Source: an optimization exercise on an open RTL-to-GDS flow (aim: small area and a short achievable clock period). Production flows keep margins and buffers that such runs may drop.
Function was checked by simulation only, so behaviour that the tests miss may differ from the original.

<file path="design.v">
`timescale 1ns / 100ps
module ALU(
	input wire signed [31:0] A,
	input wire signed [31:0] B,
	input wire [3:0] OP,
	output reg [31:0] C
	);
    always @(*) begin
        case (OP)
			4'b0000: begin
				C=A+B;
			end
			4'b1000: begin
				C=A-B;
			end
			4'b0111: begin
				C = A&B;
			end
			4'b0110: begin
				C = A|B;
			end
			4'b0100: begin
				C = A^B;
			end
			4'b0101: begin
				C = A >> B[4:0];
			end
			4'b1101: begin
				C = A >>> B[4:0];
			end
			4'b0001: begin
				C = A << B[4:0];
			end
			4'b0010: begin
				C = (A < B) ? 1 : 0;
			end
			4'b0011: begin
				C = ({1'b0, A} < {1'b0, B}) ? 1 : 0;
			end
			4'b1110: begin
				C = A * B;
			end
			4'b1111: begin
				if (B == 0)
					C = A;
				else if (B == -1)
					C = 0;
				else
					C = A % B;
			end
			4'b1100: begin
				C = (A % 2 == 0) ? 1 : 0;
			end
			4'b1001: begin
				C = B;
			end
			default: begin
				C=0;
			end
		endcase
    end
endmodule
`timescale 1ns / 100ps
module BCOND(
	input wire signed [31:0] A,
	input wire signed [31:0] B,
	output reg [2:0] Cout
	);
    always @(*) begin
		Cout[2] = (A == B) ? 1 : 0;
		Cout[1] = (A > B) ? 1 : 0;
		Cout[0] = ({1'b0, A} > {1'b0, B}) ? 1 : 0;
    end
endmodule
module CTRL (
    input wire [31:0] INST,
    input wire [2:0] bCond,
	output reg RegWE,
    output reg [3:0] ALUOP,
    output reg ALUsrcA,
    output reg ALUsrcB, 
    output reg [2:0] Immsrc,
    output reg MemWE,
    output reg MemLD,
    output reg PCsrc, 
    output reg isBranch,
    output reg [3:0] byteEnable
    );
    reg [6:0] OPCODE;
    always @(*) begin
        OPCODE = INST[6:0];
        byteEnable = 4'b0000;
        case (OPCODE)
			7'b0110011: begin
                RegWE = 1;
                ALUOP = {1'b0, INST[14:12]};
                if (INST[14:12] == 3'b000 || INST[14:12] == 3'b101)
                    ALUOP[3] = INST[30];
                ALUsrcA = 1;
                ALUsrcB = 1;
                Immsrc = 3'b000;  
                MemWE = 0;
                MemLD = 0;
                PCsrc = 1;
                isBranch = 0;
            end
            7'b0010011: begin
                RegWE = 1;
                ALUOP = {1'b0, INST[14:12]};
                if (INST[14:12] == 3'b101)
                    ALUOP[3] = INST[30];
                ALUsrcA = 1;
                ALUsrcB = 0;
                Immsrc = 3'b000;
                MemWE = 0;
                MemLD = 0;
                PCsrc = 1;
                isBranch = 0;
            end
			7'b0001011: begin
                RegWE = 1;
                ALUOP = {INST[14:12], INST[25]};
                ALUsrcA = 1;
                ALUsrcB = 1;
                Immsrc = 0;  
                MemWE = 0;
                MemLD = 0;
                PCsrc = 1;
                isBranch = 0;
            end
            7'b0100011: begin
                RegWE = 0; 
                ALUOP = 4'b0000;
                ALUsrcA = 1;
                ALUsrcB = 0;
                Immsrc = 3'b001;
                MemWE = 1;
                MemLD = 0;
                PCsrc = 1;
                isBranch = 0;
                case (INST[13:12])
                    2'b00: byteEnable = 4'b0001;
                    2'b01: byteEnable = 4'b0011;
                    2'b10: byteEnable = 4'b1111;
                    default: byteEnable = 4'b0000;
                endcase
            end
            7'b0000011: begin
                RegWE = 1; 
                ALUOP = 4'b0000;
                ALUsrcA = 1;
                ALUsrcB = 0;
                Immsrc = 3'b000;
                MemWE = 0;
                MemLD = 1;
                PCsrc = 1;
                isBranch = 0;
                case (INST[13:12])
                    2'b00: byteEnable = 4'b0001;
                    2'b01: byteEnable = 4'b0011;
                    2'b10: byteEnable = 4'b1111;
                    default: byteEnable = 4'b0000;
                endcase
            end
            7'b1100111: begin
                RegWE = 1; 
                ALUOP = 4'b0000;
                ALUsrcA = 1;
                ALUsrcB = 0;
                Immsrc = 3'b000;
                MemWE = 0;
                MemLD = 0;
                PCsrc = 0;
                isBranch = 0;
            end
            7'b1100011: begin
                RegWE = 0; 
                ALUOP = 4'b0000;
                ALUsrcA = 0;
                ALUsrcB = 0;
                Immsrc = 3'b010;
                MemWE = 0;
                MemLD = 0;
                PCsrc = 1;
                case (INST[14:12])
                    3'b000: isBranch = (bCond[2] == 1'b1);
                    3'b001: isBranch = (bCond[2] == 1'b0);
                    3'b100: isBranch = (bCond[1] == 1'b0 & bCond[2] == 1'b0);
                    3'b101: isBranch = (bCond[1] == 1'b1 | bCond[2] == 1'b1);
                    3'b110: isBranch = (bCond[0] == 1'b0 & bCond[2] == 1'b0);
                    3'b111: isBranch = (bCond[0] == 1'b1 | bCond[2] == 1'b1);
                    default: isBranch = 0;
                endcase
            end
            7'b1101111: begin
                RegWE = 1; 
                ALUOP = 4'b0000;
                ALUsrcA = 0;
                ALUsrcB = 0;
                Immsrc = 3'b011;
                MemWE = 0;
                MemLD = 0;
                PCsrc = 0;
                isBranch = 0;
            end
            7'b0110111: begin
                RegWE = 1; 
                ALUOP = 4'b1001;
                ALUsrcA = 1;
                ALUsrcB = 0;
                Immsrc = 3'b100;
                MemWE = 0;
                MemLD = 0;
                PCsrc = 1;
                isBranch = 0;
            end
            7'b0010111: begin
                RegWE = 1; 
                ALUOP = 4'b0000;
                ALUsrcA = 0;
                ALUsrcB = 0;
                Immsrc = 3'b100;
                MemWE = 0;
                MemLD = 0;
                PCsrc = 1;
                isBranch = 0;
            end
			default: begin
				RegWE = 0;
                ALUOP = 4'b0000;
                ALUsrcA = 1;
                ALUsrcB = 1;
                Immsrc = 3'b000;
                MemWE = 0;
                MemLD = 0;
                PCsrc = 1;
                isBranch = 0;
			end
		endcase
    end
endmodule
module RISCV_TOP (
	input wire CLK,
	input wire RSTn,
	output wire I_MEM_CSN,
	input wire [31:0] I_MEM_DI, 
	output reg [11:0] I_MEM_ADDR, 
	output wire D_MEM_CSN,
	input wire [31:0] D_MEM_DI,
	output wire [31:0] D_MEM_DOUT,
	output wire [11:0] D_MEM_ADDR, 
	output wire D_MEM_WEN,
	output wire [3:0] D_MEM_BE,
	output wire RF_WE,
	output wire [4:0] RF_RA1,
	output wire [4:0] RF_RA2,
	output wire [4:0] RF_WA1,
	input wire [31:0] RF_RD1,
	input wire [31:0] RF_RD2,
	output wire [31:0] RF_WD,
	output wire HALT,                    
	output reg [31:0] NUM_INST,          
	output wire [31:0] OUTPUT_PORT       
	);
	assign OUTPUT_PORT = RF_WD;
	always @ (posedge CLK) begin
		if (!RSTn) NUM_INST <= 32'd0;
		else NUM_INST <= NUM_INST + 1;
	end
	reg [11:0] PC;
	reg [31:0] oldInst;
	wire [11:0] PCplusFour;
	wire [19:0] PC_unused;
	reg [11:0] PC_next;
	wire [3:0] ALUOP;
	wire [31:0] ALUout;
	wire ALUsrcA;
	wire ALUsrcB;
	wire [2:0] Immsrc;
	wire MemWE;
	wire MemLD;
	reg signed [31:0] regWriteData;
	assign I_MEM_CSN = ~RSTn;
	assign D_MEM_CSN = ~RSTn;
	assign RF_RA2 = I_MEM_DI[24:20];
	assign RF_RA1 = I_MEM_DI[19:15];
	assign RF_WA1 = I_MEM_DI[11:7]; 
	assign RF_WD = regWriteData;
	assign D_MEM_WEN = ~MemWE;
	reg signed [31:0] ALUoperandA;
	reg signed [31:0] ALUoperandB;
	reg signed [31:0] immed;
	wire [3:0] byteEnable;
	reg haltReg;
	wire haltNow;
	wire PCsrc;
	wire isBranch;
	assign D_MEM_BE = byteEnable;
	assign D_MEM_DOUT = RF_RD2;
	assign D_MEM_ADDR = ALUout;
	assign haltNow = (oldInst == 32'h00c00093 && I_MEM_DI == 32'h00008067);
	assign HALT = haltReg | haltNow;
	wire [2:0] bCond;
	wire [2:0] whatBranch;
	ALU pcPlusFour (
		.A(4),
		.B({{20{1'b0}}, PC}),
		.OP(4'b0000),
		.C({PC_unused, PCplusFour})
	);
	ALU alu (
		.A(ALUoperandA),
		.B(ALUoperandB),
		.OP(ALUOP),
		.C(ALUout)
	);
	BCOND bcond (
		.A(RF_RD1),
		.B(RF_RD2),
		.Cout(bCond)
	);
	CTRL control (
		.INST(I_MEM_DI),
		.bCond(bCond),
		.RegWE(RF_WE),
		.ALUOP(ALUOP),
		.ALUsrcA(ALUsrcA),
		.ALUsrcB(ALUsrcB),
		.Immsrc(Immsrc),
		.MemWE(MemWE),
		.MemLD(MemLD),
		.PCsrc(PCsrc),
		.isBranch(isBranch),
		.byteEnable(byteEnable)
	);
	always @ (posedge CLK) begin
		if (!RSTn) begin
			PC <= 12'd0;
			haltReg <= 1'b0;
		end
		else begin
			PC <= PC_next;
			if (haltNow) haltReg <= 1'b1;
		end
		oldInst <= I_MEM_DI;
	end
	always @(*) begin
		PC_next = (isBranch | !PCsrc) ? {ALUout[31:1], 1'b0} : PCplusFour;
		I_MEM_ADDR = PC;
		case (Immsrc) 
			3'b000: immed = {{20{I_MEM_DI[31]}}, I_MEM_DI[31:20]};  
			3'b001: immed = {{20{I_MEM_DI[31]}}, I_MEM_DI[31:25], I_MEM_DI[11:7]};  
			3'b010:	immed = {{19{I_MEM_DI[31]}}, I_MEM_DI[31], I_MEM_DI[7], I_MEM_DI[30:25], I_MEM_DI[11:8], 1'b0};  
			3'b011:	immed = {{12{I_MEM_DI[31]}}, I_MEM_DI[31], I_MEM_DI[19:12], I_MEM_DI[20], I_MEM_DI[30:21], 1'b0};  
			3'b100:	immed = {I_MEM_DI[31:12], {12{1'b0}}};  
			default: immed = {{20{I_MEM_DI[31]}}, I_MEM_DI[31:20]};  
		endcase
		ALUoperandA = (ALUsrcA) ? RF_RD1 : PC;
		ALUoperandB = (ALUsrcB) ? RF_RD2 : immed;
		if (MemLD) begin
			case (I_MEM_DI[14:12])
				3'b000: regWriteData = {{24{D_MEM_DI[7]}}, D_MEM_DI[7:0]};  
				3'b001: regWriteData = {{16{D_MEM_DI[15]}}, D_MEM_DI[15:0]};  
				3'b010: regWriteData = D_MEM_DI;  
				3'b100: regWriteData = {{24{1'b0}}, D_MEM_DI[7:0]};  
				3'b101: regWriteData = {{16{1'b0}}, D_MEM_DI[15:0]};  
				default: regWriteData = D_MEM_DI;
			endcase
		end
		else if (!PCsrc)  
			regWriteData = PCplusFour;
		else if (I_MEM_DI[6:0] == 7'b1100011)
			regWriteData = (isBranch) ? 1 : 0;   
		else
			regWriteData = ALUout;
	end
endmodule
</file>
<file path="constraint.sdc">
create_clock -name core_clock -period 200.0 [get_ports {CLK}]
set_input_delay 40.0000 -clock core_clock [delete_from_list [all_inputs] [get_ports {CLK}]]
set_output_delay 40.0000 -clock core_clock [all_outputs]
set_load 0.01 [all_outputs]
</file>
<file path="config.mk">
export PLATFORM = sky130hd
export DESIGN_NAME = RISCV_TOP
export DESIGN_NICKNAME = RISCV_TOP
export VERILOG_FILES = /design/flow/design.v
export SDC_FILE = /design/flow/constraint.sdc
export NUM_CORES = 4
export LEC_CHECK = 0
export CAP_MARGIN = 20
export CORE_MARGIN = 2
export CORE_UTILIZATION = 40
export SLEW_MARGIN = 20
</file>
<file path="run.sh">
#!/bin/bash
# synth_recipe.tcl (not shown) runs the flow's synth.tcl, then flattens the netlist and writes it again
# the make line also repeats each setting of config.mk as NAME=value (left out here)
make -C /OpenROAD-flow-scripts/flow DESIGN_CONFIG=/design/flow/config.mk WORK_HOME=/design/flow/orfs CLKGATE_MAP_FILE= SYNTH_SCRIPT=/design/flow/synth_recipe.tcl finish
</file>
==> results.sh <==
export IMPL_drt_iter0_drc=9747
export IMPL_critPathRequiredTime_ps=160000
export IMPL_core_area_sq_um=158000
export IMPL_cap_viol_max_count=0
export IMPL_dieArea_sq_um=162000
export IMPL_max_slew_margin_pct=14.2
export IMPL_place_inst=11255
export IMPL_r2r_end="PC[11]"
export IMPL_tightest_slew_ps=1290
export IMPL_synth_seq_cells=76
export IMPL_synth_commonest_cells="1149 x nand2_1, 1060 x nor2_1, 818 x ha_1"
export IMPL_crit_top_cell="a21oi_1"
export IMPL_cts_tree="yes"
export IMPL_synth_edff_count=0
export IMPL_ys_seq_area_share_pct=2.40
export IMPL_rsz0062_at_grt="false"
export IMPL_portBuffers=304
export IMPL_routedWlPerCell_um=30.8
export IMPL_grt_max_degree=85
export IMPL_overflow=0
export IMPL_yosysMostFrequentCell="nand2_1"
export IMPL_status="complete, no violations"
export IMPL_ff2ff_path_depth=364
export IMPL_worstSetupStartpointType="input pin"
export IMPL_dp_hpwl_mm=276
export IMPL_crit_path_max_incr_delay_ps=920
export IMPL_route_vias_total=73994
export IMPL_hold_path_depth=1
export IMPL_instances_no_fill=11284
export IMPL_grt_pass1_wl_mm=492
export IMPL_postSynthAreaPerCell_sq_um=6.93
export IMPL_cts_sinks=76
export IMPL_final_util_pct=43.8
export IMPL_skew_ps=8.90
export IMPL_fmax_mhz=5.26
export IMPL_hold_viol=0
export IMPL_ys_warn_count=4
export IMPL_yosysTopAreaCell="ha_1"
export IMPL_wirelength_mm=348
export IMPL_numCtsBuffers=9
export IMPL_crit_path_end_kind="primary output"
export IMPL_cts_resized=0
export IMPL_synthToLayoutAreaGrowth_pct=8.99
export IMPL_synthCells=9146
export IMPL_post_cts_setup_buffer_count=0
export IMPL_slew_viol_final=0
export IMPL_drive_above_1_share_pct=5.78
export IMPL_crit_end="OUTPUT_PORT[29]"
export IMPL_cp_arrival_ps=150000
export IMPL_drc_errors=0
export IMPL_critPathKind="input pin to primary output"
export IMPL_r2r_start="PC[1]"
export IMPL_synth_cell_types=124
export IMPL_grt_pass1_vias=70011
export IMPL_clk_pin_slew_ps=70
export IMPL_gp_congestion=1.12
export IMPL_antenna_found_initial=23
export IMPL_clock_latency_ps=360
export IMPL_place_area_sq_um=68700
export IMPL_clock_path_buffers=2
export IMPL_syn_nets=10505
export IMPL_yosys_top_cells_area="ha_1 16%, fa_1 13%, nand2_1 6.8%"
export IMPL_design_area_sq_um=69100
export IMPL_grtUsageTotal_pct=41.1
export IMPL_async_flop_share_pct=0
export IMPL_initial_utilization_pct=40.2
export IMPL_fin_setup_tns_ps=0
export IMPL_cp_max_fo=40
export IMPL_hold_path_class="flop to flop"
export IMPL_period_needed_ps=190000
export IMPL_synth_cell_area_sq_um=63400
export IMPL_whs_ps=467
export IMPL_cp_slowest_cell="or4_1"
export IMPL_floorplan_rows=146
export IMPL_cts_htree_levels=3
export IMPL_final_nets=10553
export IMPL_first_pass_iters=9
export IMPL_holdBufCountCts=0
export IMPL_synth_top_area_share_pct=16.1
export IMPL_synthFlopType="dfxtp_1"
export IMPL_die_w_um=402
export IMPL_fin_ws_ps=10000
export IMPL_setup_viol=0
export IMPL_place_ws_ps=13880
export IMPL_cts_root_buf="clkbuf_16"
export IMPL_viasPerCell=6.56
export IMPL_setup_worst_path_start="I_MEM_DI[6]"
export IMPL_timing_final_crit_share_pct=95.0
export IMPL_die_y_um=402
export IMPL_ant_nets=0
export IMPL_io_pins=306
export IMPL_ff2ff_setup_slack_ps=94330
-- cells in the final DEF, fill, tap and decap left out, types with 25 or more instances in the layout --
cell             count
nand2_1           1148
a21oi_1            656
and2_1              51
nand4_1            108
a31oi_1            122
nand3_1            187
xor2_1             179
a31o_2              26
o211ai_1            84
o21bai_1            50
dfxtp_1             76
or3_1               84
inv_1              776
and3_1              64
a21o_1             194
xnor2_1            350
nand2b_1            82
o31ai_1             58
nor2_1            1053
o21a_1             170
or4_1               27
o22ai_1             77
clkdlybuf4s50_1    304
buf_4              216
nor2b_1             89
o21ai_0            498
mux2i_1             78
ha_1               818
a221o_1             26
nor4_1              50
or2_2               51
a221oi_1            62
a22oi_1             30
mux2_2              44
nor3_1             228
fa_1               411
a21boi_0            25
o221ai_1            52
a211oi_1            67
-- critical path: cells and delay by family --
| family | cells | cell delay (ps) |
|---|---|---|
| compound gates | 199 | 57300 |
| simple gates | 118 | 35350 |
| fa+ha+maj | 32 | 10840 |
| buf+inv | 20 | 5360 |
| mux | 4 | 810 |
| xor+xnor | 1 | 110 |
-- cells by family (layout without fill, tap and decap cells) --
group	after synthesis	after routing	share of synthesized area [%]
multiplexers	129	129	2.14
flip-flops	76	76	2.40
AND/OR/NAND/NOR	3345	3345	24.1
XOR/XNOR	544	544	7.53
adder cells (fa/ha/maj)	1229	1229	29.1
other	1	14	0.00592
buffers and inverters	1296	1349	8.43
AO/OA/AOI/OAI	2526	2526	26.3
-- cell type report --
class / count / area (sq um)
antenna: 13 / 32.5
clock buffer: 9 / 225
clock inverter: 7 / 70.1
fill: 16489 / 88700
inverter: 811 / 3050
multi-input combinational: 7774 / 56900
sequential: 76 / 1520
tap: 2072 / 2590
timing repair buffer: 522 / 4700
-- flip-flops by register name, indices dropped and copies added, names as in the netlist --
name and count:
NUM_INST 32, PC 11, haltReg 1, oldInst 32
-- how the worst min path moves through the flow --
stage / startpoint / slack (ps) / endpoint
floorplan: NUM_INST[0] / 470 / NUM_INST[0]
global placement: NUM_INST[0] / 440 / NUM_INST[0]
finish: NUM_INST[0] / 470 / NUM_INST[0]
detailed placement: NUM_INST[0] / 450 / NUM_INST[0]
global route: NUM_INST[0] / 480 / NUM_INST[0]
CTS: NUM_INST[0] / 470 / NUM_INST[0]
-- routing by layer --
metal  GRT usage [%]  wire, um  vias to the layer above  part of all wire [%]
met5               0       106                        -                 0.030
met4            23.7     25000                       16                   7.2
met3            11.3     42500                     1190                    12
met2            62.3    146000                     4860                    42
met1            52.2    134000                    35663                    39
li1                -         -                    32265                     -

static timing again, ports no longer ideal:
In the flow no input, the clock included, has a driving cell. The finished layout below was timed again as built, in two steps. Step 1 (the two cells are an assumption about what drives the block):
set clk [get_ports {CLK}]
set_driving_cell -lib_cell sky130_fd_sc_hd__clkbuf_16 $clk
set_driving_cell -lib_cell sky130_fd_sc_hd__buf_2 [delete_from_list [all_inputs] $clk]
Step 2 times the ports against the registers' clock, not the clock port: input delays grow and output delays shrink by t, the midpoint of the rising clock arrivals with the driver on. a / b / c = ideal ports / drivers / drivers and shift; a / b = the first two.
shift t [ns]: 0.394
slack for setup (ns): 9.996 / 9.930 / 9.930
hold WS [ns]: 0.467 / 0.467 / 0.467
worst setup path after step 2: input to output
latest minus earliest clock arrival (ns): 0.010 / 0.010
After both steps this run still meets setup and hold. For this run, drivers alone change the setup slack by -0.066 ns; drivers and shift together by -0.066 ns.
